Source: an optimization exercise on an open RTL-to-GDS flow (aim: small area). Production flows keep margins and buffers that such runs may drop. Function was checked by simulation only, so behaviour that the tests miss may differ from the original. No activity file was given, so power comes from the tool's default toggle rates.

== build 45 ==
Design defog_top, start of the top module:
module defog_top(
	input	clk,
	input	nrst,
	input	[7:0]	r,
	input	[7:0]	g,
	input	[7:0]	b,
	input	hsync,
	input	vsync,
	input	en,
	input	frame_done_flag,
	input	[7:0]	atmos,
	output	[7:0]	defogged_r,
	output	[7:0]	defogged_g,
	output	[7:0]	defogged_b,
	output	o_hsync,
	output	o_vsync,
	output	o_en,
	output	reg [7:0]	max_of_dark
);
Size in the first run: about 990 cells after synthesis, roughly 0.012 sq mm of cells after synthesis.
clock: 6.734 ns
lec_check: 0
abc_area: 1
cap_margin: 20
core_margin: 2
core_utilization: 70
place_density: 0.8
slew_margin: 20
standard.sh (not shown) runs the stock make flow with config.mk's settings and CLKGATE_MAP_FILE= SYNTH_SCRIPT=/design/flow/synth_recipe.tcl, a recipe that flattens the netlist after the stock synthesis.
==> flow/flow/run.sh <==
#!/bin/bash
# The standard layout (standard.sh, with its synthesis unchanged), with:
# - full-adder polarity: after synthesis, flow/fapol.py flips full-adder
#   cells (FA is self-dual) to need fewer inverters; registers untouched;
# - port buffers: every input and output port still gets its own buffer,
#   the small sky130_fd_sc_hd__buf_1 instead of the default choice;
# - clock tree: sinks clustered into fewer, larger clusters, no dummy loads.
set -euo pipefail
export BUFFER_PORTS_ARGS="-buffer_cell sky130_fd_sc_hd__buf_1"
export CTS_ARGS="-sink_clustering_enable -repair_clock_nets -sink_clustering_size 30 -sink_clustering_max_diameter 80 -buf_list sky130_fd_sc_hd__clkbuf_16 -dont_use_dummy_load"
bash standard.sh synth > synth.log 2>&1
R=orfs/results/${FLOW_PLATFORM}/defog_top/base
cp $R/1_2_yosys.v yosys_netlist.v
if python3 flow/fapol.py yosys_netlist.v fapol_netlist.v > fapol.log 2>&1; then
  cp fapol_netlist.v $R/1_2_yosys.v
  touch $R/1_2_yosys.v
fi
bash standard.sh > layout.log 2>&1
Other scripts of this flow, unchanged in this note and not shown: flow/flow/fapol.py
Per the final summary, build 45 finished and its layout is clean on timing, DRC and antenna.
diff inputs: build 45 => build 43
diff --git a/flow/flow/run.sh b/flow/flow/run.sh
--- a/flow/flow/run.sh
+++ b/flow/flow/run.sh
@@ -3,2 +3,6 @@
-# - full-adder polarity: after synthesis, flow/fapol.py flips full-adder
-#   cells (FA is self-dual) to need fewer inverters; registers untouched;
+# - after synthesis, the netlist between the registers is improved for area;
+#   registers keep their instances, names and cell types:
+#   1. flow/fapol.py flips full-adder cells (FA is self-dual) to need fewer
+#      inverters,
+#   2. flow/resyn.sh re-maps the gates between registers and adders with ABC
+#      for area;
@@ -7,0 +12 @@
+# Each tool's output goes to a log of its own in this folder.
@@ -14,3 +19,3 @@
-if python3 flow/fapol.py yosys_netlist.v fapol_netlist.v > fapol.log 2>&1; then
-  cp fapol_netlist.v $R/1_2_yosys.v
-  touch $R/1_2_yosys.v
+cp yosys_netlist.v net_in.v
+if python3 flow/fapol.py net_in.v fapol_netlist.v > fapol.log 2>&1; then
+  cp fapol_netlist.v net_in.v
@@ -17,0 +23,5 @@
+if bash flow/resyn.sh net_in.v resyn_netlist.v > resyn.log 2>&1; then
+  cp resyn_netlist.v net_in.v
+fi
+cp net_in.v $R/1_2_yosys.v
+touch $R/1_2_yosys.v
==> flow/flow/resyn.abc (new file) <==
strash
dch -f
map -a
mfs2
strash
dch -f
map -a
topo
==> flow/flow/resyn.sh (new file) <==
#!/bin/bash
# Re-maps the combinational logic of a synthesized netlist for area with ABC.
# Flip-flops, full/half adders and tie cells are kept as they are (same
# instances, same names); only the gates between them are re-mapped.
# usage: resyn.sh IN.v OUT.v
set -euo pipefail
IN=$1; OUT=$2
HERE=$(cd "$(dirname "$0")" && pwd)
LIB=$FLOW_HOME/platforms/$FLOW_PLATFORM/lib/sky130_fd_sc_hd__tt_025C_1v80.lib
YOSYS=$FLOW_HOME/../tools/install/yosys/bin/yosys
DU=""
for c in $(sed -n '/DONT_USE_CELLS += /,/^$/p' $FLOW_HOME/platforms/$FLOW_PLATFORM/config.mk | tr -d '\\' | tr ' ' '\n' | grep sky130); do
  DU="$DU -dont_use $c"
done
cat > resyn.ys <<EOY
read_liberty -ignore_miss_func $LIB
read_verilog $IN
hierarchy -top $FLOW_TOP
setattr -mod -set keep_hierarchy 1 sky130_fd_sc_hd__fa_* sky130_fd_sc_hd__ha_* sky130_fd_sc_hd__df* sky130_fd_sc_hd__conb*
flatten
opt_clean -purge
select -module $FLOW_TOP
abc -liberty $LIB -script $HERE/resyn.abc $DU -dont_use sky130_fd_sc_hd__clk* -dont_use sky130_fd_sc_hd__dly*
select -clear
opt_clean -purge
rename -hide w:*.*
splitnets
opt_clean -purge
tee -o resyn_stat.txt stat -liberty $LIB $FLOW_TOP
select $FLOW_TOP
write_verilog -noattr -selected $OUT
EOY
$YOSYS -q -l resyn_yosys.log resyn.ys
==> comparison <==
The clock network contribution to total cell area was comparable across build 45 and build 43.
Build 45 and build 43 all finish clean.
Between build 43 and build 45, it is build 43 whose via count is lower, by about 7%.
Taking build 45 as the reference, in build 43 placed standard-cell area saw a decrease; sequential portion of the cell area now larger; post-synth net total down 67; leakage dissipation went down.
Changes in build 35 relative to build 43:
Settings: an added GPL_TIMING_DRIVEN of 0.
diff --git a/flow/flow/run.sh b/flow/flow/run.sh
--- a/flow/flow/run.sh
+++ b/flow/flow/run.sh
@@ -15 +15 @@
-export CTS_ARGS="-sink_clustering_enable -repair_clock_nets -sink_clustering_size 30 -sink_clustering_max_diameter 80 -buf_list sky130_fd_sc_hd__clkbuf_16 -dont_use_dummy_load"
+export CTS_ARGS="-sink_clustering_enable -repair_clock_nets -sink_clustering_size 20 -sink_clustering_max_diameter 60 -buf_list sky130_fd_sc_hd__clkbuf_8 -dont_use_dummy_load"
[summary]
Delta (build 35 minus build 43): cell depth of the worst flop-to-flop path higher, proportion of layout cells with a drive suffix above 1 went up by 0.42 points.
Relative to build 43, the worst setup slack of build 35 is higher by 0.0066 ns.
Looking only at clock skew, and setting everything else aside, the higher value of build 43 and build 35 goes to build 43.
Leakage power ended up 1.7% lower on build 35 than on build 43.
Cmp build 43 and build 35 / register fraction of the total cell area / lower: build 43
Tightest hold margin in build 35 is 0.031 ns higher than in build 43
Detailed route, build 35 vs build 43: via total lower for build 35
When the final numbers for build 43 and build 35 were put side by side, the global router's overall resource usage turned out to be smaller in build 35.
The inputs of build 30 differ from those of build 35 as listed below.
Settings: GPL_TIMING_DRIVEN removed (was 0).
Notes after the runs:
Relative to build 35, build 30 improves worst-case setup margin in the final layout.
Relative to build 35, the final layout net count measured on build 30 has increased slightly.
Build 30 vs. build 35: wire length of the first global-routing pass went up; mean number of vias per cell up 0.65%.

re-timing with driven ports:
The results above use ideal ports. As a check the final layouts listed here were re-extracted and re-timed, cells and wires unchanged. Step 1 assumes that a clkbuf_16 drives the clock port and a buf_2 every other input. Step 2 adds t to the input delays and takes it off the output delays; t is the mean of the earliest and latest rising clock arrival at the registers after step 1. Input paths then give back, and output paths get back, about the clock's delay inside the block. Slacks: ideal ports / drivers / drivers and shift; pairs: ideal ports / drivers.
run | t, ns | setup WS [ns] | slew at the worst register clock pin (ns)
build 45 | 0.536 | 0.240 / 0.240 / -0.111 | 0.11 / 0.11
build 43 | 0.524 | 0.288 / 0.288 / -0.110 | 0.11 / 0.11
build 35 | 0.579 | 0.295 / 0.295 / -0.117 | 0.12 / 0.12
build 30 | 0.572 | 0.342 / 0.342 / -0.096 | 0.11 / 0.11
Met with ideal ports but missed after step 2: setup timing in every run listed. The setup slack of build 30, which loses most, moves by 0.000 ns with the drivers and by -0.438 ns with both steps.
